Source: an optimization exercise on an open RTL-to-GDS flow (aim: small area, a short achievable clock period and few clock cycles per item). Production flows keep margins and buffers that such runs may drop. The RTL was checked by simulation tests, not by an equivalence proof against the original design.

## design/flow/config.mk

```make
export PLATFORM = sky130hd
export DESIGN_NAME = mat_ops_controller
export DESIGN_NICKNAME = mat_ops_controller
export VERILOG_FILES = /design/flow/design.v
export SDC_FILE = /design/flow/constraint.sdc
export NUM_CORES = 4
export LEC_CHECK = 0
export CAP_MARGIN = 20
export CORE_MARGIN = 2
export CORE_UTILIZATION = 40
export PLACE_DENSITY = 0.6
export SETUP_SLACK_MARGIN = 2.5
export SLEW_MARGIN = 20
```

## design/flow/constraint.sdc

```tcl
create_clock -name core_clock -period 5.0 [get_ports {i_clk}]
set_input_delay 1.0000 -clock core_clock [delete_from_list [all_inputs] [get_ports {i_clk}]]
set_output_delay 1.0000 -clock core_clock [all_outputs]
set_load 0.01 [all_outputs]
```

## design/flow/design.v

```verilog
`timescale 1ns / 1ns
module mat_ops_controller #(
	parameter DATA_LEN = 8,
	parameter N = 8,
	parameter ADDRESS_SIZE = 4
)
(
	input                         i_clk,
	input                         i_rstn,
	input   [DATA_LEN*N-1:0]      i_read_data_A,
	output  [ADDRESS_SIZE-1:0]    o_address_A,
	output                        o_wr_en_A,
	output  [DATA_LEN*N-1:0]      o_write_data_A,
	input   [DATA_LEN*N-1:0]      i_read_data_B,
	output  [ADDRESS_SIZE-1:0]    o_address_B,
	output                        o_wr_en_B,
	output  [DATA_LEN*N-1:0]      o_write_data_B,
	output                        o_done
);
	reg        idle;
	reg        P;
	reg  [8:0] S;
	reg  [2:0] T;
	reg  [2:0] r;
	reg  [2:0] wrow;      
	wire start = (i_read_data_A[7:0] == 8'd1);
	wire go    = idle && start;
	wire r0    = (r == 3'd0);
	wire r7    = (r == 3'd7);
	wire [8:0] S_n;
	assign S_n[0] = P || (S[8] && !r7);
	assign S_n[1] = S[0];
	assign S_n[2] = S[1] && !r0;
	assign S_n[3] = (S[1] && r0) || S[2];
	assign S_n[8:4] = S[7:3];
	wire [2:0] T_n = {T[1:0], S[8] && r7};
	wire       idle_n = (idle && !start) || T[2];
	wire [2:0] r_n    = S[8] ? r + 3'd1 : r;
	wire [2:0] wrow_n = S[8] ? r : wrow;
	wire       wb_n   = S_n[2] || T_n[2];
	wire [2:0] k_n    = {S_n[5] | S_n[6] | S_n[7] | S_n[8],
	                     S_n[3] | S_n[4] | S_n[7] | S_n[8],
	                     S_n[1] | S_n[4] | S_n[6] | S_n[8]};
	wire       ra_n   = go || (|S_n[7:0]) || (S_n[8] && !r7);
	wire [2:0] rowa_n = S_n[8] ? r_n + 3'd1 : r_n;
	reg  [3:0] addr_a;
	reg  [3:0] addr_b;
	reg        wr_b;
	reg        done;
	reg        v0;
	reg        f0;
	always @(posedge i_clk, negedge i_rstn) begin
		if (!i_rstn) begin
			idle   <= 1'b1;
			P      <= 1'b0;
			S      <= 9'd0;
			T      <= 3'd0;
			r      <= 3'd0;
			wrow   <= 3'd0;
			addr_a <= 4'd0;
			addr_b <= 4'd0;
			wr_b   <= 1'b0;
			done   <= 1'b0;
		end else begin
			idle   <= idle_n;
			P      <= go;
			S      <= S_n;
			T      <= T_n;
			r      <= r_n;
			wrow   <= wrow_n;
			addr_a <= ra_n ? {1'b1, rowa_n} : 4'd0;
			addr_b <= wb_n ? {1'b1, wrow_n} : {1'b0, k_n};
			wr_b   <= wb_n;
			done   <= T_n[2];
		end
	end
	wire [2:0] k0 = addr_b[2:0];
	always @(posedge i_clk) begin
		v0 <= (|S_n) && !S_n[2];
		f0 <= S_n[0];
	end
	reg                  f1;
	reg  [11:0]          a2, a2r;
	reg                  f2, keep2;
	wire [7:0]           a1 = i_read_data_A[8*k0 +: 8];
	wire [11:0]          a1_enc;
	genvar m;
	generate
		for (m = 0; m < 4; m = m + 1) begin : BOOTH
			wire hi = a1[2*m+1];
			wire md = a1[2*m];
			wire lo = (m == 0) ? 1'b0 : a1[2*m-1];
			assign a1_enc[3*m]   = hi;
			assign a1_enc[3*m+1] = md ^ lo;
			assign a1_enc[3*m+2] = (hi & ~md & ~lo) | (~hi & md & lo);
		end
	endgenerate
	wire [63:0]          acc;
	always @(posedge i_clk) begin
		f1    <= f0;
		f2    <= f1;
		keep2 <= !f1;
		a2    <= v0 ? a1_enc : 12'd0;
	end
	always @(posedge i_clk, negedge i_rstn) begin
		if (!i_rstn)
			a2r <= 12'd0;
		else
			a2r <= v0 ? a1_enc : 12'd0;
	end
	genvar j;
	generate
		for (j = 0; j < N; j = j + 1) begin : LANE
			mac_lane #(.KEEP_LOW(j < N/2 ? 0 : 1)) u_lane (
				.i_clk (i_clk),
				.a     (j < N/2 ? a2 : a2r),
				.b     (i_read_data_B[8*j +: 8]),
				.first (j < N/2 ? f2 : keep2),
				.acc   (acc[8*j +: 8])
			);
		end
	endgenerate
	assign o_address_A    = addr_a;
	assign o_wr_en_A      = done;
	assign o_write_data_A = {(DATA_LEN*N){1'b0}};
	assign o_address_B    = addr_b;
	assign o_wr_en_B      = wr_b;
	assign o_write_data_B = acc;
	assign o_done         = done;
endmodule
module mac_lane #(
	parameter KEEP_LOW = 0    
) (
	input            i_clk,
	input      [11:0] a,
	input      [7:0] b,
	input            first,
	output reg [7:0] acc
);
	wire [14:0] d;
	reg  [14:0] q;
	wire neg0 = a[0];
	wire one0 = a[1];
	wire two0 = a[2];
	wire neg1 = a[3];
	wire one1 = a[4];
	wire two1 = a[5];
	wire neg2 = a[6];
	wire one2 = a[7];
	wire two2 = a[8];
	wire neg3 = a[9];
	wire one3 = a[10];
	wire two3 = a[11];
	wire t1;
	wire t2;
	wire t3;
	wire t4;
	wire t5;
	wire t6;
	wire t7;
	wire t8;
	wire t9;
	wire t10;
	wire t11;
	wire t12;
	wire t13;
	wire t14;
	wire t15;
	assign t1 = (neg1 & ~(one1 & b[0])) ^ (((one0 & b[3]) | (two0 & b[2])) ^ neg0);
	assign t2 = (neg1 & ~(one1 & b[0])) & (((one0 & b[3]) | (two0 & b[2])) ^ neg0);
	assign t3 = (one2 & b[0]) ^ (((one0 & b[4]) | (two0 & b[3])) ^ neg0) ^ (((one1 & b[2]) | (two1 & b[1])) ^ neg1);
	assign t4 = ((one2 & b[0]) & (((one0 & b[4]) | (two0 & b[3])) ^ neg0)) | ((one2 & b[0]) & (((one1 & b[2]) | (two1 & b[1])) ^ neg1)) | ((((one0 & b[4]) | (two0 & b[3])) ^ neg0) & (((one1 & b[2]) | (two1 & b[1])) ^ neg1));
	assign t5 = (neg2 & ~(one2 & b[0])) ^ (((one0 & b[5]) | (two0 & b[4])) ^ neg0) ^ (((one1 & b[3]) | (two1 & b[2])) ^ neg1);
	assign t6 = ((neg2 & ~(one2 & b[0])) & (((one0 & b[5]) | (two0 & b[4])) ^ neg0)) | ((neg2 & ~(one2 & b[0])) & (((one1 & b[3]) | (two1 & b[2])) ^ neg1)) | ((((one0 & b[5]) | (two0 & b[4])) ^ neg0) & (((one1 & b[3]) | (two1 & b[2])) ^ neg1));
	assign t7 = (((one2 & b[1]) | (two2 & b[0])) ^ neg2) ^ t4;
	assign t8 = (((one2 & b[1]) | (two2 & b[0])) ^ neg2) & t4;
	assign t9 = (one3 & b[0]) ^ (((one0 & b[6]) | (two0 & b[5])) ^ neg0) ^ (((one1 & b[4]) | (two1 & b[3])) ^ neg1);
	assign t10 = ((one3 & b[0]) & (((one0 & b[6]) | (two0 & b[5])) ^ neg0)) | ((one3 & b[0]) & (((one1 & b[4]) | (two1 & b[3])) ^ neg1)) | ((((one0 & b[6]) | (two0 & b[5])) ^ neg0) & (((one1 & b[4]) | (two1 & b[3])) ^ neg1));
	assign t11 = (((one2 & b[2]) | (two2 & b[1])) ^ neg2) ^ t6 ^ t9;
	assign t12 = ((((one2 & b[2]) | (two2 & b[1])) ^ neg2) & t6) | ((((one2 & b[2]) | (two2 & b[1])) ^ neg2) & t9) | (t6 & t9);
	assign t13 = (neg3 & ~(one3 & b[0])) ^ (((one0 & b[7]) | (two0 & b[6])) ^ neg0) ^ (((one1 & b[5]) | (two1 & b[4])) ^ neg1);
	assign t14 = (((one2 & b[3]) | (two2 & b[2])) ^ neg2) ^ (((one3 & b[1]) | (two3 & b[0])) ^ neg3) ^ t10;
	assign t15 = t13 ^ t14;
	assign d[0] = (one0 & b[0]);
	assign d[1] = (neg0 & ~(one0 & b[0]));
	assign d[2] = (((one0 & b[1]) | (two0 & b[0])) ^ neg0);
	assign d[3] = (one1 & b[0]);
	assign d[4] = (((one0 & b[2]) | (two0 & b[1])) ^ neg0);
	assign d[5] = (((one1 & b[1]) | (two1 & b[0])) ^ neg1);
	assign d[6] = t1;
	assign d[7] = t2;
	assign d[8] = t3;
	assign d[9] = t5;
	assign d[10] = t7;
	assign d[11] = t8;
	assign d[12] = t11;
	assign d[13] = t12;
	assign d[14] = t15;
	always @(posedge i_clk)
		q <= d;
	wire first_q = first;
	wire [7:0] g = (KEEP_LOW ? !first_q : first_q) ? 8'd0 : acc;
	always @(posedge i_clk)
		acc <= g + {q[13] , q[11] , q[9] , q[7] , q[5] , q[3] , q[1] , q[0]} + {q[14] , q[12] , q[10] , q[8] , q[6] , q[4] , q[2] , 1'b0};
endmodule
```

## design/flow/flow/run.sh

```bash
#!/bin/bash
# The standard layout (the standard.sh, standard synthesis unchanged) with
# the port buffers made from the smallest buffer cell instead of the
# clock-delay buffer that buffer_ports picks by default.
set -euo pipefail
bash standard.sh BUFFER_PORTS_ARGS="-buffer_cell sky130_fd_sc_hd__buf_1" finish > make_finish.log 2>&1
```

## design/flow/standard.sh

```bash
#!/bin/bash
# synth_recipe.tcl (not shown) runs the flow's synth.tcl, then flattens the netlist and writes it again
# the make line also repeats each setting of config.mk as NAME=value (left out here)
make -C /OpenROAD-flow-scripts/flow DESIGN_CONFIG=/design/flow/config.mk WORK_HOME=/design/flow/orfs CLKGATE_MAP_FILE= SYNTH_SCRIPT=/design/flow/synth_recipe.tcl "${@:-finish}"
```

==> results of run 1 <==
metal layers:
layer / wire length, µm / share of wire, % / track usage [%] / vias to the layer above
met1: 13600 / 45 / 22.8 / 4371
met3: 1460 / 4.8 / 2.54 / 44
li1: - / - / - / 4515
met2: 14700 / 48 / 28.6 / 256
met5: 0 / 0 / 0 / -
met4: 746 / 2.4 / 5.13 / 0
flip-flops by register name (all words and copies together) (netlist names), 3 cells and up:
name and cells:
LANE.u_lane.q 120, a2 12, addr_a 4, addr_b 4
a2r 12, wrow 3, T 3, LANE.u_lane.acc 64
r 3, S 9
worst paths after layout:
kind,endpoint,cells after the start,startpoint
max in group asynchronous,addr_b[1]$_DFF_PN0_,1,i_rstn
worst min register to register,f1$_DFF_P_,0,f0$_DFF_P_
worst min-delay path,f1$_DFF_P_,0,f0$_DFF_P_
worst max-delay path,LANE[7].u_lane.acc[7]$_DFF_P_,11,keep2$_DFF_P_
worst max register to register,LANE[7].u_lane.acc[7]$_DFF_P_,11,keep2$_DFF_P_
min in group asynchronous,addr_a[1]$_DFF_PN0_,1,i_rstn
placed cells by master (no fill, tap or decap), types with 19 or more instances in the layout:
cell	Yosys	layout
sky130_fd_sc_hd__buf_4	68	19
sky130_fd_sc_hd__fa_1	88	80
sky130_fd_sc_hd__nor2_1	27	27
sky130_fd_sc_hd__ha_1	76	72
sky130_fd_sc_hd__nor2b_1	46	39
sky130_fd_sc_hd__nand2_1	23	23
sky130_fd_sc_hd__dfxtp_1	201	195
sky130_fd_sc_hd__a21oi_1	36	27
sky130_fd_sc_hd__conb_1	1	64
sky130_fd_sc_hd__buf_1	9	203
sky130_fd_sc_hd__and2_1	58	57
sky130_fd_sc_hd__xor2_1	20	20
sky130_fd_sc_hd__a22oi_1	128	128
sky130_fd_sc_hd__dfrtp_1	39	33
sky130_fd_sc_hd__xnor2_1	190	190
sky130_fd_sc_hd__clkbuf_16	0	29
sky130_fd_sc_hd__inv_1	106	102
critical path, cell delays in order (launching register included):
cell,delay (ps)
sky130_fd_sc_hd__dfxtp_4,380
sky130_fd_sc_hd__buf_6,140
sky130_fd_sc_hd__buf_6,120
sky130_fd_sc_hd__and2_4,130
sky130_fd_sc_hd__fa_1,540
sky130_fd_sc_hd__inv_2,50
sky130_fd_sc_hd__fa_2,390
sky130_fd_sc_hd__nor2b_2,150
sky130_fd_sc_hd__nor3_2,60
sky130_fd_sc_hd__o21bai_1,130
sky130_fd_sc_hd__a21oi_1,90
sky130_fd_sc_hd__xnor2_1,120
what timing repair did:
| action | CTS | global route |
|---|---|---|
| cloned | 1 | 0 |
| pin swaps | 9 | 22 |
| setup endpoints to repair | 38 | 21 |
| buffers inserted | 11 | 7 |
| hold buffers | 0 | 0 |
| gates resized for setup | 25 | 37 |
| endpoints found under the hold margin | 0 | 0 |
area by class of cell:
class | count | area (µm²) | area share [%]
Sequential cell | 241 | 5050 | 31.4
Inverter | 106 | 398 | 2.48
Timing Repair Buffer | 230 | 1030 | 6.42
Antenna cell | 1 | 2.50 | 0.0156
Clock inverter | 14 | 194 | 1.21
Clock buffer | 38 | 800 | 4.98
Tap cell | 448 | 561 | 3.49
Multi-Input combinational cell | 877 | 8030 | 50.0
per-stage QoR:
stage / setup WS, ps / instances
after floorplan: 2510 / 1339
after global placement: 1930 / 1882
after detailed placement: 1830 / 1882
after CTS: 2440 / 1946
after global routing: 2440 / 1955
final: 2550 / 1955
cell families (layout without fill, tap and decap cells):
kind of cell / after synthesis / after routing / share of synthesized area, %
buffers and inverters: 221 / 388 / 7.91
flip-flops: 241 / 241 / 36.5
multiplexers: 28 / 28 / 3.58
other: 1 / 65 / 0.0273
XOR/XNOR: 212 / 212 / 13.6
AND/OR/NAND/NOR: 198 / 198 / 8.01
adder cells (fa/ha/maj): 164 / 164 / 19.7
AO/OA/AOI/OAI: 211 / 211 / 10.6
==> metrics.md, run 1 <==
| Metric | Value |
|---|---|
| Type of destination of the critical path | flip-flop |
| Max Cap Viol | 0 |
| Area growth from synthesis to layout | 16.8% |
| Final net count | 1,778 |
| Biggest fanout along the worst timing path | 7 |
| Antenna Nets Post-Route | 0 |
| Core utilization of the finished layout | 47.7% |
| Number of synthesis warnings | 3 |
| Fraction of the yosys area taken by sequential cells | 36.5% |
| Pin count of the biggest net entering global routing | 41 |
| Final critical-path required period | 2450 ps |
| Tcrit/Tclk final | 49.1% |
| Most instantiated library cell after synthesis | sky130_fd_sc_hd__dfxtp_1 |
| Largest area contributor in the synthesized netlist | sky130_fd_sc_hd__dfxtp_1 |
| CTS Buffer Depth | 3 |
| Top Ports | 269 |
| Placed Area | 14,700 µm² |
| Final Hold Fails | 0 |
| FMAX | 407 MHz |
| Total vias in the final route | 9,186 |
| # fillers | 3,220 |
| Total non-filler cell area in the finished layout | 16,100 µm² |
| Top cells by area in the synthesized netlist | sky130_fd_sc_hd__dfxtp_1 29%, sky130_fd_sc_hd__fa_1 13%, sky130_fd_sc_hd__xnor2_1 12% |
| Cell variety after synth | 40 |
| Result of the run | no timing/DRC/antenna violations |
| Total congestion overflow | 0 |
| Startpoint type of the worst setup path | flip-flop |
| Post-Synthesis Mean Instance Area | 10.8 µm² |
| Detailed Place HPWL | 22.6 mm |
| Post-Route WL | 30.5 mm |
| Worst clock skew | 19.4 ps |
| Sinks on the clock net | 241 |
| Top cells by instance count after synthesis | 201 x sky130_fd_sc_hd__dfxtp_1, 190 x sky130_fd_sc_hd__xnor2_1, 128 x sky130_fd_sc_hd__a22oi_1, 106 x sky130_fd_sc_hd__inv_1, 88 x sky130_fd_sc_hd__fa_1 |
| Yosys top cell area share | 29.3% |
| Length of the first detailed-routing pass in iterations | 5 |
| First-pass GRT wire length | 49.0 mm |
| Max transition margin | 39.8% |
| Proportion of synthesized flip-flops having asynchronous set or reset | 16.6% |
| Antenna violations before repair | 1 |
| Level count of the clock H-tree | 1 |
| Effective utilization at floorplan | 40.8% |
| Post-Syn Area | 13,800 µm² |
| Flop and latch count out of synthesis | 241 |
| Area inside the core boundary | 33,700 µm² |
| RePlAce Congestion | 0.824 |
| EDFF count, synth | 0 |
| Slack of the worst reg-to-reg path | 2550 ps |
| Die outline height | 189 µm |
| Tot GR Track Use | 17.0% |
| DRC errors left | 0 |
| Via density per instance | 4.70 |
| TritonCTS clock tree | built |
| Clock root buffer master | sky130_fd_sc_hd__clkbuf_16 |
| Average wire per standard cell | 15.6 µm |
| CP arrival | 2870 ps |
| Most used DFF post-synth | sky130_fd_sc_hd__dfxtp_1 |
| Hold/Removal Path Class | flip-flop to flip-flop |
| Data required time at the worst endpoint | 5420 ps |
| Number of core rows | 67 |
| Share of post-route cells with drive strength above 1 | 10.2% |
| Overall die area | 35,900 µm² |
| Number of cells produced by synthesis | 1,276 |
| RSZ-0062 raised after global routing | true |
| Max-slew violation count | 0 |
| Path type of the worst setup path | flip-flop to flip-flop |
| Worst slew pin tran | 903 ps |
| Chip Width | 189 µm |
| Insertion delay to the later sink of the worst-skew pair | 550 ps |
| DR iter-0 viols | 319 |
| Port Buf Inserts | 204 |
| Sum Neg Setup Slack | 0 ps |
| CTS clk-pin slew, worst paths | 60 ps |
| Worst Hold Slack | 332 ps |
| Num CTS Buffers | 28 |
| Vias in the first global route | 9,448 |
| Final setup fails | 0 |
Testbench counts, summed over its fixed seeds: cycles 29,184, jobs 384.
==> run 2, diff against run 1 <==
--- a/design/flow/design.v
+++ b/design/flow/design.v
@@ -80,7 +80,7 @@
 		f0 <= S_n[0];
 	end
 	reg                  f1;
-	reg  [11:0]          a2, a2r;
+	reg  [11:0]          a2;
 	reg                  f2, keep2;
 	wire [7:0]           a1 = i_read_data_A[8*k0 +: 8];
 	wire [11:0]          a1_enc;
@@ -102,18 +102,12 @@
 		keep2 <= !f1;
 		a2    <= v0 ? a1_enc : 12'd0;
 	end
-	always @(posedge i_clk, negedge i_rstn) begin
-		if (!i_rstn)
-			a2r <= 12'd0;
-		else
-			a2r <= v0 ? a1_enc : 12'd0;
-	end
 	genvar j;
 	generate
 		for (j = 0; j < N; j = j + 1) begin : LANE
 			mac_lane #(.KEEP_LOW(j < N/2 ? 0 : 1)) u_lane (
 				.i_clk (i_clk),
-				.a     (j < N/2 ? a2 : a2r),
+				.a     (a2),
 				.b     (i_read_data_B[8*j +: 8]),
 				.first (j < N/2 ? f2 : keep2),
 				.acc   (acc[8*j +: 8])
==> run 2 against run 1 <==
Synthesized cell count shrank 0.78%. Via count grew 1.7%. Register-to-register slack better by 50 ps. Global-route usage grew 0.63 points. Largest cell class unchanged. Clock skew increased by 5.0 ps. Sequential share of layout area fell by 0.83 points.
==> metrics.md, run 2 <==
| Metric | Value |
|---|---|
| Result of the run | no timing/DRC/antenna violations |
| CTS Buffer Depth | 3 |
| Number of cells produced by synthesis | 1,266 |
| RSZ-0062 raised after global routing | true |
| Share of post-route cells with drive strength above 1 | 7.40% |
| Max-slew violation count | 0 |
| Start of the worst register-to-register path | f2$_DFF_P_ |
| Num CTS Buffers | 25 |
| Vias in the first global route | 9,638 |
| Effective utilization at floorplan | 40.6% |
| Dominant combinational cell family by area after synthesis | adder cells |
| Top cells by instance count after synthesis | 201 x sky130_fd_sc_hd__dfxtp_1, 189 x sky130_fd_sc_hd__xnor2_1, 127 x sky130_fd_sc_hd__a22oi_1, 111 x sky130_fd_sc_hd__inv_1, 88 x sky130_fd_sc_hd__fa_1 |
| Post-synthesis xor/xnor area fraction | 14.2% |
| Via density per instance | 4.85 |
| Sinks on the clock net | 229 |
| Tot GR Track Use | 17.7% |
| Most used cells in the layout excluding fill and tap cells | 204 x sky130_fd_sc_hd__buf_1, 192 x sky130_fd_sc_hd__dfxtp_1, 189 x sky130_fd_sc_hd__xnor2_1 |
| GRT Max-Usage Layer | met2 |
| Sum Neg Setup Slack | 0 ps |
| Die outline height | 188 µm |
| Post-Synthesis Mean Instance Area | 10.7 µm² |
| Final critical-path required period | 2400 ps |
| Port Buf Inserts | 204 |
| Antenna Nets Post-Route | 0 |
| Antenna violations before repair | 4 |
| Worst slew pin tran | 768 ps |
| Data required time at the worst endpoint | 5420 ps |
| Pin count of the biggest net entering global routing | 58 |
| Max transition margin | 48.8% |
| Average wire per standard cell | 16.6 µm |
| Fraction of the yosys area taken by sequential cells | 34.7% |
| Number of synthesis warnings | 3 |
| EDFF count, synth | 0 |
| Total non-filler cell area in the finished layout | 15,600 µm² |
| RePlAce Congestion | 0.790 |
| Final net count | 1,747 |
| Largest area contributor in the synthesized netlist | sky130_fd_sc_hd__dfxtp_1 |
| Overall die area | 35,500 µm² |
| CTS clk-pin slew, worst paths | 60 ps |
| Biggest fanout along the worst timing path | 19 |
| Cell variety after synth | 45 |
| Worst clock skew | 24.3 ps |
| Length of the first detailed-routing pass in iterations | 5 |
| Reg-to-reg critical path endpoint | LANE[1].u_lane.acc[7]$_DFF_P_ |
| Flop and latch count out of synthesis | 229 |
| Final setup fails | 0 |
| Top cells by area in the synthesized netlist | sky130_fd_sc_hd__dfxtp_1 30%, sky130_fd_sc_hd__fa_1 13%, sky130_fd_sc_hd__xnor2_1 12% |
| Hold/Removal Path Class | flip-flop to flip-flop |
| Total vias in the final route | 9,344 |
| Synth Area in Compound Gates | 10.5% |
| Area inside the core boundary | 33,500 µm² |
| Yosys top cell area share | 29.6% |
| Placed Area | 14,500 µm² |
| Chip Width | 188 µm |
| Proportion of synthesized flip-flops having asynchronous set or reset | 12.2% |
| Max reg flops | 120 |
| Adder and majority gate portion of the synthesized area | 19.9% |
| Post-Route WL | 32.0 mm |
| Tcrit/Tclk final | 48.1% |
| Most instantiated library cell after synthesis | sky130_fd_sc_hd__dfxtp_1 |
| Depth of the worst hold-timing path | 0 |
| Most flop-heavy register | LANE.u_lane.q |
| Area growth from synthesis to layout | 14.3% |
| Proportion of synthesized area in mux cells | 4.32% |
| DR iter-0 viols | 473 |
| Clock root buffer master | sky130_fd_sc_hd__clkbuf_16 |
| Total congestion overflow | 0 |
| CP arrival | 2830 ps |
| Final Hold Fails | 0 |
| M2 GR Usage | 31.3% |
| Level count of the clock H-tree | 1 |
| Worst-case hold path end point | f1$_DFF_P_ |
| DRC errors left | 0 |
| Most used DFF post-synth | sky130_fd_sc_hd__dfxtp_1 |
| Simple-gate area share of the yosys netlist | 7.72% |
| Most common cell after layout, fill and taps aside | sky130_fd_sc_hd__buf_1 |
| Detailed Place HPWL | 22.7 mm |
| TritonCTS clock tree | built |
| Insertion delay to the later sink of the worst-skew pair | 540 ps |
| Fraction of met1 tracks used by global routing | 21.6% |
| Max Cap Viol | 0 |
| # fillers | 3,257 |
| Top Ports | 269 |
| Slack of the worst reg-to-reg path | 2600 ps |
| Startpoint type of the worst setup path | flip-flop |
| Post-Syn Area | 13,600 µm² |
| FMAX | 416 MHz |
| Path type of the worst setup path | flip-flop to flip-flop |
| Number of core rows | 67 |
| Type of destination of the critical path | flip-flop |
| Startpoint of the worst hold path | f0$_DFF_P_ |
| Met3 track demand over resource in global routing | 3.35% |
| Depth of the most critical reg-to-reg path | 11 |
| Top flop regs | LANE.u_lane.q x120, LANE.u_lane.acc x64, a2 x12 |
| First-pass GRT wire length | 50.0 mm |
-- run 2: cell count changes after synthesis, sizes merged, moves of 6 or more --
cell and change:
a21o +6, buf +7, dfrtp -12, nand2 +10, nor2 -13, nor3 -7
o21bai -8
-- run 2: logic make-up (layout without fill, tap and decap cells) --
kind of cell             count (synthesis)  after routing
other                                    1             69
XOR/XNOR                               216            216
AO/OA/AOI/OAI                          206            206
flip-flops                             229            229
buffers and inverters                  237            380
AND/OR/NAND/NOR                        185            185
multiplexers                            28             28
adder cells (fa/ha/maj)                164            164
-- run 2: how the worst max path moves through the flow --
stage / slack (ps) / cells past startpoint / end / startpoint
4_1_cts: 2510 / 12 / LANE[3].u_lane.acc[7]$_DFF_P_ / f2$_DFF_P_
3_3_place_gp: 2050 / 11 / LANE[6].u_lane.acc[7]$_DFF_P_ / keep2$_DFF_P_
6_report: 2600 / 11 / LANE[1].u_lane.acc[7]$_DFF_P_ / f2$_DFF_P_
2_1_floorplan: 2520 / 13 / LANE[6].u_lane.acc[7]$_DFF_P_ / keep2$_DFF_P_
5_1_grt: 2460 / 9 / LANE[6].u_lane.acc[6]$_DFF_P_ / keep2$_DFF_P_
3_5_place_dp: 1950 / 11 / LANE[6].u_lane.acc[7]$_DFF_P_ / keep2$_DFF_P_
-- run 2: metrics by stage --
step / instances / setup WS (ps) / utilization, % / hold slack, ps
finish: 1925 / 2600 / 46.4 / 328
global route: 1923 / 2460 / 46.4 / 336
CTS: 1914 / 2510 / 46.0 / 330
detailed placement: 1864 / 1950 / 43.2 / 316
global placement: 1864 / 2050 / 43.2 / 313
floorplan: 1329 / 2520 / - / 310
-- run 2: what timing repair did --
item,CTS,global route
gates resized for setup,17,20
gates cloned,0,0
setup endpoints to repair,63,28
pin swaps,3,13
hold buffers,0,0
buffers inserted,4,6
-- run 2: layout make-up --
| class | count | area (µm²) | area share [%] |
|---|---|---|---|
| tap | 448 | 561 | 3.60 |
| inverter | 111 | 417 | 2.68 |
| antenna | 5 | 12.5 | 0.0804 |
| sequential | 229 | 4760 | 30.6 |
| timing repair buffer | 223 | 947 | 6.09 |
| clock inverter | 15 | 154 | 0.989 |
| clock buffer | 31 | 701 | 4.50 |
| multi-input combinational | 863 | 8000 | 51.4 |
-- run 2: critical path, stage by stage (launching register included) --
cell,delay [ps]
sky130_fd_sc_hd__dfxtp_4,360
sky130_fd_sc_hd__buf_8,150
sky130_fd_sc_hd__nand2b_1,160
sky130_fd_sc_hd__fa_1,480
sky130_fd_sc_hd__inv_1,40
sky130_fd_sc_hd__ha_2,180
sky130_fd_sc_hd__fa_2,360
sky130_fd_sc_hd__a21oi_2,140
sky130_fd_sc_hd__nor2_1,60
sky130_fd_sc_hd__nor2_2,130
sky130_fd_sc_hd__o21ai_1,100
sky130_fd_sc_hd__xnor2_1,130
-- run 2: metal layers --
layer  wire length (µm)  vias to the layer above
met1              13300                     4535
met3               1960                       62
met4                963                        2
met2              15800                      305
li1                   -                     4440
met5                 13                        -
Testbench counts of run 2, summed over its fixed seeds: cycles 29,184, jobs 384.
==> run 3, diff against run 2 <==
--- a/design/flow/config.mk
+++ b/design/flow/config.mk
@@ -9,5 +9,5 @@
 export CORE_MARGIN = 2
 export CORE_UTILIZATION = 40
 export PLACE_DENSITY = 0.6
-export SETUP_SLACK_MARGIN = 2.5
+export SETUP_SLACK_MARGIN = 2.7
 export SLEW_MARGIN = 20
==> run 3 against run 2 <==
Still clean on timing, DRC and antenna. Hold slack improved by 2.2 ps. Critical path depth fell by 1. Global-route usage rose by 0.85 points. Final cell count rose by 1.2%. Area after synthesis did not move. Clock skew fell by 1.2 ps. Critical endpoint unchanged.
==> metrics.md, run 3 <==
| Metric | Value |
|---|---|
| Result of the run | no timing/DRC/antenna violations |
| Final critical-path required period | 2340 ps |
| Final net count | 1,772 |
| Top cells by instance count after synthesis | 201 x sky130_fd_sc_hd__dfxtp_1, 189 x sky130_fd_sc_hd__xnor2_1, 127 x sky130_fd_sc_hd__a22oi_1, 111 x sky130_fd_sc_hd__inv_1, 88 x sky130_fd_sc_hd__fa_1 |
| Insertion delay to the later sink of the worst-skew pair | 540 ps |
| Simple-gate area share of the yosys netlist | 7.72% |
| DR iter-0 viols | 477 |
| Path type of the worst setup path | flip-flop to flip-flop |
| Num CTS Buffers | 26 |
| Sinks on the clock net | 229 |
| Area growth from synthesis to layout | 19.9% |
| CP arrival | 2760 ps |
| Worst slew pin tran | 824 ps |
| Top cells by area in the synthesized netlist | sky130_fd_sc_hd__dfxtp_1 30%, sky130_fd_sc_hd__fa_1 13%, sky130_fd_sc_hd__xnor2_1 12% |
| Dominant combinational cell family by area after synthesis | adder cells |
| Startpoint of the worst hold path | f0$_DFF_P_ |
| Vias in the first global route | 9,812 |
| Max reg flops | 120 |
| Layout Cells excl Fill | 1,949 |
| Post-synthesis xor/xnor area fraction | 14.2% |
| Area inside the core boundary | 33,500 µm² |
| Die outline height | 188 µm |
| Synth Area in Compound Gates | 10.5% |
| RePlAce Congestion | 0.796 |
| Data required time at the worst endpoint | 5430 ps |
| Slack of the worst reg-to-reg path | 2660 ps |
| Antenna violations before repair | 4 |
| CTS Buffer Depth | 3 |
| Combined area of the multi-input logic cells | 8420 µm² |
| Top Ports | 269 |
| Start of the worst register-to-register path | f2$_DFF_P_ |
| Length of the first detailed-routing pass in iterations | 5 |
| Final setup fails | 0 |
| Clock root buffer master | sky130_fd_sc_hd__clkbuf_16 |
| Depth of the most critical reg-to-reg path | 10 |
| Largest area contributor in the synthesized netlist | sky130_fd_sc_hd__dfxtp_1 |
| Effective utilization at floorplan | 40.6% |
| Number of synthesis warnings | 3 |
| Hold/Removal Path Class | flip-flop to flip-flop |
| Proportion of synthesized flip-flops having asynchronous set or reset | 12.2% |
| Level count of the clock H-tree | 1 |
| Tot GR Track Use | 18.5% |
| Sum Neg Setup Slack | 0 ps |
| Port Buf Inserts | 204 |
| Max-slew violation count | 0 |
| Most used cells in the layout excluding fill and tap cells | 204 x sky130_fd_sc_hd__buf_1, 192 x sky130_fd_sc_hd__dfxtp_1, 188 x sky130_fd_sc_hd__xnor2_1 |
| Type of destination of the critical path | flip-flop |
| Share of post-route cells with drive strength above 1 | 14.0% |
| Footprint of the flip-flops and latches | 4770 µm² |
| Number of core rows | 67 |
| Max Cap Viol | 0 |
| Number of cells produced by synthesis | 1,266 |
| EDFF count, synth | 0 |
| Most instantiated library cell after synthesis | sky130_fd_sc_hd__dfxtp_1 |
| Worst clock skew | 23.1 ps |
| Post-Syn Area | 13,600 µm² |
| Biggest fanout along the worst timing path | 16 |
| Pin count of the biggest net entering global routing | 45 |
| Post-Route WL | 33.8 mm |
| Tcrit/Tclk final | 46.7% |
| TritonCTS clock tree | built |
| Most common cell after layout, fill and taps aside | sky130_fd_sc_hd__buf_1 |
| FMAX | 428 MHz |
| Yosys top cell area share | 29.6% |
| # fillers | 3,150 |
| Proportion of synthesized area in mux cells | 4.32% |
| Final Hold Fails | 0 |
| Antenna Nets Post-Route | 0 |
| Flop and latch count out of synthesis | 229 |
| Detailed Place HPWL | 22.9 mm |
| First-pass GRT wire length | 51.6 mm |
| Via density per instance | 4.84 |
| Top flop regs | LANE.u_lane.q x120, LANE.u_lane.acc x64, a2 x12 |
| Reg-to-reg critical path endpoint | LANE[1].u_lane.acc[7]$_DFF_P_ |
| RSZ-0062 raised after global routing | true |
| Total vias in the final route | 9,436 |
| Startpoint type of the worst setup path | flip-flop |
| Fraction of the yosys area taken by sequential cells | 34.7% |
| CTS clk-pin slew, worst paths | 60 ps |
| Most flop-heavy register | LANE.u_lane.q |
| Cts-stage hold buffer count | 0 |
| Overall die area | 35,500 µm² |
| Post-Synthesis Mean Instance Area | 10.7 µm² |
| DRC errors left | 0 |
| Chip Width | 188 µm |
| Worst-case hold path end point | f1$_DFF_P_ |
| Total congestion overflow | 0 |
| Adder and majority gate portion of the synthesized area | 19.9% |
| Cell variety after synth | 45 |
| Most used DFF post-synth | sky130_fd_sc_hd__dfxtp_1 |
| Average wire per standard cell | 17.3 µm |
| Max transition margin | 45.0% |
| Number of cells after detailed placement | 1,864 |
| Depth of the worst hold-timing path | 0 |
run 3: cell counts after synthesis:
No cell type changed its count.
run 3: layout make-up:
type,count,share of cell area [%]
Tap cell,448,3.44
Timing Repair Buffer,247,7.80
Sequential cell,229,29.2
Clock inverter,16,1.03
Clock buffer,32,4.25
Antenna cell,3,0.0460
Multi-Input combinational cell,863,51.6
Inverter,111,2.56
run 3: per-layer routing:
metal,share of wire [%],up-vias,GRT usage (%)
li1,-,4474,-
met1,42,4563,23.4
met2,49,342,32.3
met3,6.5,55,3.41
met4,2.8,2,5.53
met5,0.039,-,0
run 3: cells by family (layout without fill, tap and decap cells):
family,Yosys count,after routing
flops,229,229
compound gates,206,206
buf+inv,237,406
other cells,1,67
mux,28,28
xor+xnor,216,216
fa+ha+maj,164,164
simple gates,185,185
run 3: how the worst max path moves through the flow:
stage,from,end,slack (ps)
after floorplan,f2$_DFF_P_,LANE[1].u_lane.acc[7]$_DFF_P_,2600
after global routing,f2$_DFF_P_,LANE[1].u_lane.acc[7]$_DFF_P_,2590
final,f2$_DFF_P_,LANE[1].u_lane.acc[7]$_DFF_P_,2660
after global placement,i_read_data_B[40],LANE[5].u_lane.q[12]$_DFF_P_,2280
after CTS,f2$_DFF_P_,LANE[1].u_lane.acc[7]$_DFF_P_,2620
after detailed placement,i_read_data_B[40],LANE[5].u_lane.q[12]$_DFF_P_,2240
run 3: what timing repair did:
| action | CTS | global route |
|---|---|---|
| gates resized for setup | 30 | 66 |
| endpoints found under the setup margin | 71 | 35 |
| hold endpoints to repair | 0 | 0 |
| cloned | 0 | 1 |
| setup buffers | 16 | 17 |
| pin swaps | 4 | 48 |
run 3: critical path: stages, from the launching register on:
cell and delay (ps):
sky130_fd_sc_hd__dfxtp_4 380, sky130_fd_sc_hd__buf_8 140, sky130_fd_sc_hd__buf_4 160, sky130_fd_sc_hd__buf_12 160, sky130_fd_sc_hd__nand2b_1 160, sky130_fd_sc_hd__fa_1 480, sky130_fd_sc_hd__inv_1 40, sky130_fd_sc_hd__ha_1 360
sky130_fd_sc_hd__nand2_1 70, sky130_fd_sc_hd__o21ai_1 180, sky130_fd_sc_hd__xnor2_1 90
run 3: stage by stage:
step                      utilization (%)  setup WS (ps)  cell area, µm²  hold WS [ps]
after CTS                            46.9           2620           15700           330
after global placement               43.5           2280           14600           318
after detailed placement             43.5           2240           14600           314
after global routing                 48.6           2590           16300           334
after floorplan                         -           2600           14000           310
final                                48.6           2660           16300           331
==> run 4, diff against run 3 <==
--- a/design/flow/design.v
+++ b/design/flow/design.v
@@ -23,25 +23,26 @@
 	reg  [2:0] T;
 	reg  [2:0] r;
 	reg  [2:0] wrow;      
+	reg        pa0;       
 	wire start = (i_read_data_A[7:0] == 8'd1);
-	wire go    = idle && start;
+	wire go    = idle && pa0 && start;
 	wire r0    = (r == 3'd0);
 	wire r7    = (r == 3'd7);
 	wire [8:0] S_n;
-	assign S_n[0] = P || (S[8] && !r7);
+	assign S_n[0] = P || (go && addr_a[3]) || (S[8] && !r7);
 	assign S_n[1] = S[0];
 	assign S_n[2] = S[1] && !r0;
 	assign S_n[3] = (S[1] && r0) || S[2];
 	assign S_n[8:4] = S[7:3];
 	wire [2:0] T_n = {T[1:0], S[8] && r7};
-	wire       idle_n = (idle && !start) || T[2];
+	wire       idle_n = (idle && !go) || T[2];
 	wire [2:0] r_n    = S[8] ? r + 3'd1 : r;
 	wire [2:0] wrow_n = S[8] ? r : wrow;
 	wire       wb_n   = S_n[2] || T_n[2];
 	wire [2:0] k_n    = {S_n[5] | S_n[6] | S_n[7] | S_n[8],
 	                     S_n[3] | S_n[4] | S_n[7] | S_n[8],
 	                     S_n[1] | S_n[4] | S_n[6] | S_n[8]};
-	wire       ra_n   = go || (|S_n[7:0]) || (S_n[8] && !r7);
+	wire       ra_n   = go || (|S_n[7:0]) || (S_n[8] && !r7) || T[2];
 	wire [2:0] rowa_n = S_n[8] ? r_n + 3'd1 : r_n;
 	reg  [3:0] addr_a;
 	reg  [3:0] addr_b;
@@ -53,6 +54,7 @@
 		if (!i_rstn) begin
 			idle   <= 1'b1;
 			P      <= 1'b0;
+			pa0    <= 1'b1;
 			S      <= 9'd0;
 			T      <= 3'd0;
 			r      <= 3'd0;
@@ -63,7 +65,8 @@
 			done   <= 1'b0;
 		end else begin
 			idle   <= idle_n;
-			P      <= go;
+			P      <= go && !addr_a[3];
+			pa0    <= !addr_a[3];
 			S      <= S_n;
 			T      <= T_n;
 			r      <= r_n;
--- a/design/flow/config.mk
+++ b/design/flow/config.mk
@@ -9,5 +9,5 @@
 export CORE_MARGIN = 2
 export CORE_UTILIZATION = 40
 export PLACE_DENSITY = 0.6
-export SETUP_SLACK_MARGIN = 2.7
+export SETUP_SLACK_MARGIN = 2.5
 export SLEW_MARGIN = 20
==> run 4 against run 3 <==
Design area decreased by 5.5%. Utilization decreased by 2.4 points. Non-clock buffer count decreased by 24. Area after synthesis decreased by 1.1%. First-iteration DRC count decreased by 24%. Sequential share of layout area increased by 1.8 points. Count of clock-buffer cells in the layout increased by 5.
==> metrics.md, run 4 <==
| Metric | Value |
|---|---|
| Result of the run | no timing/DRC/antenna violations |
| DR iter-0 viols | 363 |
| Die outline height | 187 µm |
| Antenna Nets Post-Route | 0 |
| Post-Route WL | 32.2 mm |
| Length of the first detailed-routing pass in iterations | 5 |
| Final Hold Fails | 0 |
| Tcrit/Tclk final | 49.1% |
| Via density per instance | 4.83 |
| Max-slew violation count | 0 |
| Area growth from synthesis to layout | 14.5% |
| Proportion of synthesized flip-flops having asynchronous set or reset | 12.6% |
| Port Buf Inserts | 204 |
| Delay of the slowest cell on the worst path | 520 ps |
| Fraction of met1 tracks used by global routing | 22.3% |
| Sinks on the clock net | 230 |
| Worst slew pin tran | 752 ps |
| Most instantiated library cell after synthesis | sky130_fd_sc_hd__dfxtp_1 |
| Master of the slowest instance on the critical path | sky130_fd_sc_hd__fa_1 |
| Final setup fails | 0 |
| Final critical-path required period | 2450 ps |
| Top flop regs | LANE.u_lane.q x120, LANE.u_lane.acc x64, a2 x12 |
| Hold/Removal Path Class | flip-flop to flip-flop |
| Largest area contributor in the synthesized netlist | sky130_fd_sc_hd__dfxtp_1 |
| TritonCTS clock tree | built |
| Average wire per standard cell | 16.8 µm |
| EDFF count, synth | 0 |
| Series of cell instances along the critical path | buf_4, nor2b_1, fa_1, inv_1, fa_1, inv_1, a21o_1, a21oi_1, o21ai_1, xnor2_1 |
| Post-Synthesis Mean Instance Area | 10.7 µm² |
| GRT Max-Usage Layer | met2 |
| Number of cells produced by synthesis | 1,255 |
| Data required time at the worst endpoint | 5410 ps |
| Type of destination of the critical path | flip-flop |
| First-pass GRT wire length | 51.1 mm |
| Area inside the core boundary | 33,400 µm² |
| Worst clock skew | 16.1 ps |
| Cts-stage hold buffer count | 0 |
| Post-Syn Area | 13,500 µm² |
| Max Cap Viol | 0 |
| Top cells by instance count after synthesis | 201 x sky130_fd_sc_hd__dfxtp_1, 173 x sky130_fd_sc_hd__xnor2_1, 127 x sky130_fd_sc_hd__a22oi_1, 97 x sky130_fd_sc_hd__inv_1, 88 x sky130_fd_sc_hd__fa_1 |
| Biggest fanout along the worst timing path | 8 |
| Final net count | 1,737 |
| Tot GR Track Use | 18.1% |
| RSZ-0062 raised after global routing | true |
| Startpoint type of the worst setup path | flip-flop |
| Fraction of the yosys area taken by sequential cells | 35.3% |
| Most flop-heavy register | LANE.u_lane.q |
| Layout Cells excl Fill | 1,912 |
| Chip Width | 187 µm |
| CP arrival | 2860 ps |
| Top Ports | 269 |
| Total congestion overflow | 0 |
| Antenna violations before repair | 5 |
| Clock root buffer master | sky130_fd_sc_hd__clkbuf_16 |
| Most common cell after layout, fill and taps aside | sky130_fd_sc_hd__buf_1 |
| Overall die area | 35,100 µm² |
| Number of cells after detailed placement | 1,856 |
| Sum Neg Setup Slack | 0 ps |
| Number of core rows | 67 |
| Detailed Place HPWL | 22.6 mm |
| Most used cells in the layout excluding fill and tap cells | 204 x sky130_fd_sc_hd__buf_1, 193 x sky130_fd_sc_hd__dfxtp_1, 173 x sky130_fd_sc_hd__xnor2_1 |
| Yosys top cell area share | 29.9% |
| Effective utilization at floorplan | 40.3% |
| Pin count of the biggest net entering global routing | 58 |
| Flop and latch count out of synthesis | 230 |
| FMAX | 408 MHz |
| Max transition margin | 49.8% |
| Level count of the clock H-tree | 1 |
| RePlAce Congestion | 0.818 |
| Num CTS Buffers | 26 |
| Top cells by area in the synthesized netlist | sky130_fd_sc_hd__dfxtp_1 30%, sky130_fd_sc_hd__fa_1 13%, sky130_fd_sc_hd__xnor2_1 11% |
| Vias in the first global route | 9,633 |
| DRC errors left | 0 |
| Total vias in the final route | 9,243 |
| Most used DFF post-synth | sky130_fd_sc_hd__dfxtp_1 |
| Path type of the worst setup path | flip-flop to flip-flop |
| Share of post-route cells with drive strength above 1 | 6.84% |
| M2 GR Usage | 32.5% |
| Max reg flops | 120 |
| Number of synthesis warnings | 3 |
| CTS clk-pin slew, worst paths | 60 ps |
| Insertion delay to the later sink of the worst-skew pair | 530 ps |
| Cell variety after synth | 47 |
| CTS Buffer Depth | 3 |
| Met3 track demand over resource in global routing | 3.79% |
==> run 4: cell count changes in the layout (fill, tap and decap cells not counted), moves of 10 or more <==
cell | previous run | this run
sky130_fd_sc_hd__ha_4 | 19 | 0
sky130_fd_sc_hd__xor2_1 | 24 | 41
sky130_fd_sc_hd__mux4_1 | 16 | 2
sky130_fd_sc_hd__ha_1 | 53 | 76
sky130_fd_sc_hd__mux4_2 | 0 | 14
sky130_fd_sc_hd__buf_4 | 24 | 14
sky130_fd_sc_hd__a21oi_1 | 16 | 34
sky130_fd_sc_hd__nor2b_1 | 35 | 48
sky130_fd_sc_hd__a21oi_2 | 21 | 2
sky130_fd_sc_hd__xnor2_1 | 188 | 173
==> run 4: what timing repair did <==
action,4_1_cts,5_1_grt
endpoints found under the setup margin,67,25
setup buffers,3,4
pin swaps,0,5
resized for setup,10,9
==> run 4: cell families after synthesis <==
logic type	after synthesis	share of synthesized area [%]
AOI/OAI and AO/OA	208	10.8
xor gates and xnor gates	216	14.2
adders and majority gates	164	20.2
buffers and inverters	223	8.20
DFF	230	35.3
muxes	27	3.64
other	1	0.0279
and+or+nand+nor	186	7.67
==> run 4: per-stage QoR <==
stage / setup WS [ps] / hold WS, ps / cell area, µm² / util [%]
floorplan: 2470 / 310 / 13700 / -
global placement: 1960 / 313 / 14400 / 43.1
detailed placement: 1870 / 316 / 14400 / 43.1
CTS: 2460 / 332 / 15300 / 46.0
global route: 2420 / 336 / 15400 / 46.2
finish: 2550 / 332 / 15400 / 46.2
==> run 4: worst max-delay path: cells and delay by family (launching register included) <==
| kind | cells | cell delay, ps |
|---|---|---|
| AND/OR/NAND/NOR | 1 | 80 |
| AO/OA/AOI/OAI | 3 | 400 |
| adder cells (fa/ha/maj) | 2 | 970 |
| flip-flops | 1 | 430 |
| XOR/XNOR | 1 | 90 |
| buffers and inverters | 3 | 360 |
==> run 4: worst paths after layout <==
check	startpoint	endpoint	slack (ps)	depth (start not counted)
setup reg to reg	f2$_DFF_P_	LANE[0].u_lane.acc[7]$_DFF_P_	2550	10
hold / removal	f0$_DFF_P_	f1$_DFF_P_	330	0
max in group asynchronous	i_rstn	idle$_DFF_PN1_	4230	2
hold reg to reg	f0$_DFF_P_	f1$_DFF_P_	330	0
min in group asynchronous	i_rstn	addr_a[2]$_DFF_PN0_	460	2
setup / recovery	f2$_DFF_P_	LANE[0].u_lane.acc[7]$_DFF_P_	2550	10
==> run 4: per-layer routing <==
| layer | share of wire, % | wire, µm |
|---|---|---|
| met1 | 41 | 13300 |
| met2 | 50 | 15900 |
| met3 | 7.0 | 2240 |
| met4 | 2.0 | 643 |
| met5 | 0.081 | 26 |
==> run 4: area by class of cell <==
type	count	area, µm²
diodes	3	7.51
clock buffers	37	763
clock inverters	9	123
fillers	3200	18000
inverters	97	364
multi-input cells	865	7850
flip-flops and latches	230	4780
well taps	448	561
repair buffers	223	956
Testbench counts of run 4, summed over its fixed seeds: cycles 28,808, jobs 384.
==> run 5, diff against run 4 <==
--- a/design/flow/config.mk
+++ b/design/flow/config.mk
@@ -9,5 +9,5 @@
 export CORE_MARGIN = 2
 export CORE_UTILIZATION = 40
 export PLACE_DENSITY = 0.6
-export SETUP_SLACK_MARGIN = 2.5
+export SETUP_SLACK_MARGIN = 2.4
 export SLEW_MARGIN = 20
==> run 5 against run 4 <==
Non-clock buffer count is 1 lower. Critical path depth is 9 lower. Maximum frequency hardly changed. Count of clock-buffer cells in the layout is 4 higher. Sequential share of layout area is 0.13 points higher. Synthesized cell count stayed put. Area after synthesis stayed put. Wire length is 2.7% lower. Final cell count is 0.10% lower.
==> metrics.md, run 5 <==
| Metric | Value |
|---|---|
| Result of the run | no timing/DRC/antenna violations |
| Startpoint type of the worst setup path | flip-flop |
| Total vias in the final route | 9,256 |
| Final critical-path required period | 2450 ps |
| Largest area contributor in the synthesized netlist | sky130_fd_sc_hd__dfxtp_1 |
| DRC errors left | 0 |
| Top Ports | 269 |
| Worst slew pin tran | 765 ps |
| Antenna violations before repair | 2 |
| CP arrival | 1450 ps |
| CTS clk-pin slew, worst paths | 60 ps |
| Post-Syn Area | 13,500 µm² |
| Area inside the core boundary | 33,400 µm² |
| Type of destination of the critical path | output port |
| RePlAce Congestion | 0.813 |
| Cell variety after synth | 47 |
| Most used DFF post-synth | sky130_fd_sc_hd__dfxtp_1 |
| Sum of met2 wire segment lengths after detailed routing | 15.8 mm |
| CTS Buffer Depth | 3 |
| Post-Synthesis Mean Instance Area | 10.7 µm² |
| FMAX | 407 MHz |
| Series of cell instances along the critical path | buf_1 |
| Post-route worst setup slack | 2550 ps |
| Sinks on the clock net | 230 |
| Data required time at the worst endpoint | 4000 ps |
| Fraction of the yosys area taken by sequential cells | 35.3% |
| Biggest fanout along the worst timing path | 16 |
| Worst Path Buf+Inv | 1 |
| Num CTS Buffers | 26 |
| Top cells by instance count after synthesis | 201 x sky130_fd_sc_hd__dfxtp_1, 173 x sky130_fd_sc_hd__xnor2_1, 127 x sky130_fd_sc_hd__a22oi_1, 97 x sky130_fd_sc_hd__inv_1, 88 x sky130_fd_sc_hd__fa_1 |
| Most used cells in the layout excluding fill and tap cells | 204 x sky130_fd_sc_hd__buf_1, 194 x sky130_fd_sc_hd__dfxtp_1, 173 x sky130_fd_sc_hd__xnor2_1 |
| Top cells by area in the synthesized netlist | sky130_fd_sc_hd__dfxtp_1 30%, sky130_fd_sc_hd__fa_1 13%, sky130_fd_sc_hd__xnor2_1 11% |
| Cts-stage hold buffer count | 0 |
| Insertion delay to the later sink of the worst-skew pair | 530 ps |
| Total congestion overflow | 0 |
| Path type of the worst setup path | flip-flop to output port |
| Yosys top cell area share | 29.9% |
| EDFF count, synth | 0 |
| Worst clock skew | 13.0 ps |
| Tot GR Track Use | 17.9% |
| Detailed Place HPWL | 22.9 mm |
| Max Cap Viol | 0 |
| Uppermost signal routing layer after detailed routing | met5 |
| Die outline height | 187 µm |
| Final Hold Fails | 0 |
| Max-slew violation count | 0 |
| Area growth from synthesis to layout | 13.9% |
| Most common cell after layout, fill and taps aside | sky130_fd_sc_hd__buf_1 |
| Amount of wire on met3 after detailed routing | 2.12 mm |
| Post-placement worst setup slack | 1990 ps |
| TritonCTS clock tree | built |
| Number of core rows | 67 |
| Diodes inserted | 0 |
| Proportion of synthesized flip-flops having asynchronous set or reset | 12.6% |
| Pin count of the biggest net entering global routing | 41 |
| First-pass GRT wire length | 50.9 mm |
| Flop and latch count out of synthesis | 230 |
| Max transition margin | 48.9% |
| Max reg flops | 120 |
| DR iter-0 viols | 470 |
| Port Buf Inserts | 204 |
| Length of the first detailed-routing pass in iterations | 5 |
| Final net count | 1,736 |
| Effective utilization at floorplan | 40.3% |
| Average wire per standard cell | 16.4 µm |
| Post-Route WL | 31.3 mm |
| Antenna Nets Post-Route | 0 |
| Via density per instance | 4.85 |
| Delay of the slowest cell on the worst path | 720 ps |
| Top flop regs | LANE.u_lane.q x120, LANE.u_lane.acc x64, a2 x12 |
| Tcrit/Tclk final | 49.1% |
| Level count of the clock H-tree | 1 |
| Share of post-route cells with drive strength above 1 | 6.36% |
| Number of cells produced by synthesis | 1,255 |
| Most instantiated library cell after synthesis | sky130_fd_sc_hd__dfxtp_1 |
| Top Family by Delay on Critical Path | flip-flops |
| Most flop-heavy register | LANE.u_lane.q |
| Vias in the first global route | 9,855 |
| Sum Neg Setup Slack | 0 ps |
| Hold/Removal Path Class | flip-flop to flip-flop |
| Final setup fails | 0 |
| RSZ-0062 raised after global routing | true |
| Chip Width | 187 µm |
| Master of the slowest instance on the critical path | sky130_fd_sc_hd__dfrtp_1 |
| Number of synthesis warnings | 3 |
| Overall die area | 35,100 µm² |
| Met1 wire length | 12.9 mm |
| Clock root buffer master | sky130_fd_sc_hd__clkbuf_16 |
## run 5: worst paths after layout
path                                                  to  slack (ps)                 from  cells past startpoint
hold / removal                                f1$_DFF_P_         330           f0$_DFF_P_                      0
min in group asynchronous            addr_a[2]$_DFF_PN0_         470               i_rstn                      2
setup reg to reg           LANE[3].u_lane.acc[7]$_DFF_P_        2580           f2$_DFF_P_                     11
setup / recovery                          o_address_B[2]        2550  addr_b[2]$_DFF_PN0_                      1
max in group asynchronous                 idle$_DFF_PN1_        4210               i_rstn                      2
hold reg to reg                               f1$_DFF_P_         330           f0$_DFF_P_                      0
## run 5: timing repair
item,in CTS,in global routing
setup endpoints to repair,35,23
endpoints found under the hold margin,0,0
resized for setup,7,9
buffers inserted,0,4
## run 5: cells by family after synthesis
| logic type | after synthesis | share of synthesized area [%] |
|---|---|---|
| adder cells (fa/ha/maj) | 164 | 20.2 |
| other | 1 | 0.0279 |
| flip-flops | 230 | 35.3 |
| AO/OA/AOI/OAI | 208 | 10.8 |
| AND/OR/NAND/NOR | 186 | 7.67 |
| multiplexers | 27 | 3.64 |
| buffers and inverters | 223 | 8.20 |
| XOR/XNOR | 216 | 14.2 |
## run 5: layout make-up
cell class	count	area [µm²]
Fill cell	3254	18000
Multi-Input combinational cell	865	7850
Sequential cell	230	4780
Timing Repair Buffer	222	937
Clock buffer	41	778
Tap cell	448	561
Inverter	97	364
Clock inverter	7	66.3
## run 5: worst reg2reg max path, delay by kind of cell (launching register included)
| family | cells | cell delay [ps] |
|---|---|---|
| adder cells (fa/ha/maj) | 3 | 1040 |
| AO/OA/AOI/OAI | 3 | 420 |
| buffers and inverters | 3 | 190 |
| flip-flops | 1 | 400 |
| XOR/XNOR | 1 | 90 |
| AND/OR/NAND/NOR | 1 | 180 |
## run 5: metrics by stage
stage          cells  util [%]  cell area [µm²]  hold WS, ps
2_1_floorplan   1318         -            13700          310
3_3_place_gp    1858      43.2            14400          314
3_5_place_dp    1858      43.2            14400          319
4_1_cts         1906      45.7            15300          333
5_1_grt         1910      46.0            15300          345
6_report        1910      46.0            15300          330
## run 5: per-layer routing
layer | vias up | GRT usage (%)
li1 | 4394 | -
met1 | 4532 | 22.3
met2 | 288 | 32.6
met3 | 38 | 3.43
met4 | 4 | 3.18
met5 | - | 0
==> run 6, diff against run 5 <==
--- a/design/flow/config.mk
+++ b/design/flow/config.mk
@@ -8,6 +8,9 @@
 export CAP_MARGIN = 20
 export CORE_MARGIN = 2
 export CORE_UTILIZATION = 40
+export CTS_BUF_LIST = sky130_fd_sc_hd__clkbuf_4 sky130_fd_sc_hd__clkbuf_8 sky130_fd_sc_hd__clkbuf_16
+export CTS_CLUSTER_DIAMETER = 60
+export CTS_CLUSTER_SIZE = 30
 export PLACE_DENSITY = 0.6
-export SETUP_SLACK_MARGIN = 2.4
+export SETUP_SLACK_MARGIN = 2.5
 export SLEW_MARGIN = 20
==> run 6 against run 5 <==
Still clean on timing, DRC and antenna. Register-to-register slack hardly changed. Global-route usage hardly changed. Critical path type is now flip-flop to flip-flop.
==> metrics.md, run 6 <==
| Metric | Value |
|---|---|
| Most common cell after layout, fill and taps aside | sky130_fd_sc_hd__buf_1 |
| Worst clock skew | 13.0 ps |
| DRC errors left | 0 |
| Type of destination of the critical path | flip-flop |
| Post-Synthesis Mean Instance Area | 10.7 µm² |
| Antenna Nets Post-Route | 0 |
| Total congestion overflow | 0 |
| Top flop regs | LANE.u_lane.q x120, LANE.u_lane.acc x64, a2 x12 |
| Average wire per standard cell | 16.6 µm |
| Share of post-route cells with drive strength above 1 | 6.80% |
| Max reg flops | 120 |
| Top cells by instance count after synthesis | 201 x sky130_fd_sc_hd__dfxtp_1, 173 x sky130_fd_sc_hd__xnor2_1, 127 x sky130_fd_sc_hd__a22oi_1, 97 x sky130_fd_sc_hd__inv_1, 88 x sky130_fd_sc_hd__fa_1 |
| Number of cells produced by synthesis | 1,255 |
| Most used cells in the layout excluding fill and tap cells | 204 x sky130_fd_sc_hd__buf_1, 193 x sky130_fd_sc_hd__dfxtp_1, 173 x sky130_fd_sc_hd__xnor2_1 |
| Max-slew violation count | 0 |
| EDFF count, synth | 0 |
| Path type of the worst setup path | flip-flop to flip-flop |
| Effective utilization at floorplan | 40.3% |
| Worst slew pin tran | 731 ps |
| Number of synthesis warnings | 3 |
| Cell variety after synth | 47 |
| Final critical-path required period | 2430 ps |
| RePlAce Congestion | 0.818 |
| Total vias in the final route | 9,141 |
| Data required time at the worst endpoint | 5410 ps |
| Die outline height | 187 µm |
| Core utilization of the finished layout | 45.9% |
| CP arrival | 2840 ps |
| Most used DFF post-synth | sky130_fd_sc_hd__dfxtp_1 |
| Sum Neg Setup Slack | 0 ps |
| Post-Route WL | 31.8 mm |
| Area growth from synthesis to layout | 13.7% |
| Tot GR Track Use | 17.9% |
| Top cells by area in the synthesized netlist | sky130_fd_sc_hd__dfxtp_1 30%, sky130_fd_sc_hd__fa_1 13%, sky130_fd_sc_hd__xnor2_1 11% |
| Top Ports | 269 |
| FMAX | 411 MHz |
| Most instantiated library cell after synthesis | sky130_fd_sc_hd__dfxtp_1 |
| Pin count of the biggest net entering global routing | 58 |
| Final setup fails | 0 |
| Hold/Removal Path Class | flip-flop to flip-flop |
| Proportion of synthesized flip-flops having asynchronous set or reset | 12.6% |
| Vias in the first global route | 9,470 |
| CTS clk-pin slew, worst paths | 70 ps |
| Max transition margin | 51.2% |
| Flop and latch count out of synthesis | 230 |
| Num CTS Buffers | 23 |
| Post-Syn Area | 13,500 µm² |
| Number of core rows | 67 |
| Chip Width | 187 µm |
| Clock root buffer master | sky130_fd_sc_hd__clkbuf_16 |
| First-pass GRT wire length | 50.5 mm |
| Post-placement worst setup slack | 1870 ps |
| Length of the first detailed-routing pass in iterations | 5 |
| Port Buf Inserts | 204 |
| Most flop-heavy register | LANE.u_lane.q |
| Final net count | 1,734 |
| Detailed Place HPWL | 22.6 mm |
| Result of the run | no timing/DRC/antenna violations |
| Yosys top cell area share | 29.9% |
| Antenna violations before repair | 5 |
| DR iter-0 viols | 398 |
| Area inside the core boundary | 33,400 µm² |
| Final Hold Fails | 0 |
| Fraction of the yosys area taken by sequential cells | 35.3% |
| CTS Buffer Depth | 3 |
| Biggest fanout along the worst timing path | 8 |
| Via density per instance | 4.79 |
| Overall die area | 35,100 µm² |
| Sinks on the clock net | 230 |
| Largest area contributor in the synthesized netlist | sky130_fd_sc_hd__dfxtp_1 |
| Startpoint type of the worst setup path | flip-flop |
| Post-route worst setup slack | 2570 ps |
| RSZ-0062 raised after global routing | true |
| TritonCTS clock tree | built |
| Level count of the clock H-tree | 1 |
| Tcrit/Tclk final | 48.7% |
| Max Cap Viol | 0 |
| Insertion delay to the later sink of the worst-skew pair | 520 ps |
[run 6: cell counts after synthesis]
Identical to the previous run, type by type.
[run 6: what timing repair did]
item / 4_1_cts / 5_1_grt
resized for setup: 10 / 7
setup endpoints to repair: 67 / 24
hold buffers: 0 / 0
cloned: 0 / 0
buffers inserted: 3 / 4
pin swaps: 0 / 1
[run 6: per-stage QoR]
stage / instance area (µm²) / cells / hold WS, ps
2_1_floorplan: 13700 / 1318 / 310
3_3_place_gp: 14400 / 1856 / 313
3_5_place_dp: 14400 / 1856 / 316
4_1_cts: 15200 / 1900 / 333
5_1_grt: 15300 / 1906 / 338
6_report: 15300 / 1908 / 333
[run 6: per-layer routing]
| metal | vias to the layer above | wire length (µm) | track usage [%] |
|---|---|---|---|
| met2 | 289 | 15700 | 32.0 |
| met4 | 4 | 646 | 4.45 |
| met1 | 4401 | 13400 | 22.2 |
| li1 | 4404 | - | - |
| met5 | - | 26 | 0 |
| met3 | 43 | 2010 | 3.55 |
[run 6: final timing paths]
path	cells after the start	from	slack [ps]	end
worst max-delay path	10	f2$_DFF_P_	2570	LANE[0].u_lane.acc[7]$_DFF_P_
worst min-delay path	0	f0$_DFF_P_	330	f1$_DFF_P_
worst max register to register	10	f2$_DFF_P_	2570	LANE[0].u_lane.acc[7]$_DFF_P_
worst min register to register	0	f0$_DFF_P_	330	f1$_DFF_P_
max in group asynchronous	2	i_rstn	4220	pa0$_DFF_PN1_
min in group asynchronous	2	i_rstn	470	addr_a[2]$_DFF_PN0_
[run 6: cell type report]
cell class / instances / area, µm²
Clock buffer: 26 / 622
Inverter: 97 / 364
Clock inverter: 15 / 156
Multi-Input combinational cell: 865 / 7850
Antenna cell: 4 / 10.0
Timing Repair Buffer: 223 / 956
Tap cell: 448 / 561
Fill cell: 3200 / 18100
Sequential cell: 230 / 4780
[run 6: kinds of logic after synthesis]
logic type,after synthesis,share of synthesized area [%]
AOI/OAI and AO/OA,208,10.8
xor gates and xnor gates,216,14.2
DFF,230,35.3
adders and majority gates,164,20.2
and+or+nand+nor,186,7.67
other,1,0.0279
muxes,27,3.64
buffers and inverters,223,8.20
[run 6: critical path, cell delays in order, from the launching register on]
cell and delay [ps]:
sky130_fd_sc_hd__dfxtp_4 430, sky130_fd_sc_hd__buf_4 220, sky130_fd_sc_hd__nor2b_1 90, sky130_fd_sc_hd__fa_1 510
sky130_fd_sc_hd__inv_1 60, sky130_fd_sc_hd__fa_1 450, sky130_fd_sc_hd__inv_1 70, sky130_fd_sc_hd__a21o_1 110
sky130_fd_sc_hd__a21oi_1 100, sky130_fd_sc_hd__o21ai_1 180, sky130_fd_sc_hd__xnor2_1 90

## separate check: timing with driven ports
How much do the figures lean on ideal ports? The routed layouts below were timed once more, with nothing changed but the port constraints. Step 1 assumes that a clkbuf_16 drives the clock port and a buf_2 every other input. Step 2, shift: input delay + t, output delay - t, t = (earliest + latest rising clock arrival at the registers) / 2. This alone moves slack from input paths to output paths. a / b / c = ideal ports / drivers / drivers and shift; a / b = the first two.
| run | shift t [ns] | setup slack, ns | latest minus earliest clock arrival (ns) |
|---|---|---|---|
| run 1 | 0.583 | 2.545 / 2.545 / 2.254 | 0.023 / 0.023 |
| run 2 | 0.577 | 2.597 / 2.593 / 2.192 | 0.026 / 0.026 |
| run 3 | 0.581 | 2.663 / 2.663 / 2.275 | 0.023 / 0.023 |
| run 4 | 0.571 | 2.547 / 2.541 / 2.272 | 0.017 / 0.017 |
| run 5 | 0.575 | 2.546 / 2.496 / 2.256 | 0.013 / 0.013 |
| run 6 | 0.560 | 2.567 / 2.554 / 2.307 | 0.016 / 0.016 |
After both steps every run listed still meets setup and hold. The setup slack of run 2, which loses most, moves by -0.004 ns with the drivers and by -0.405 ns with both steps.
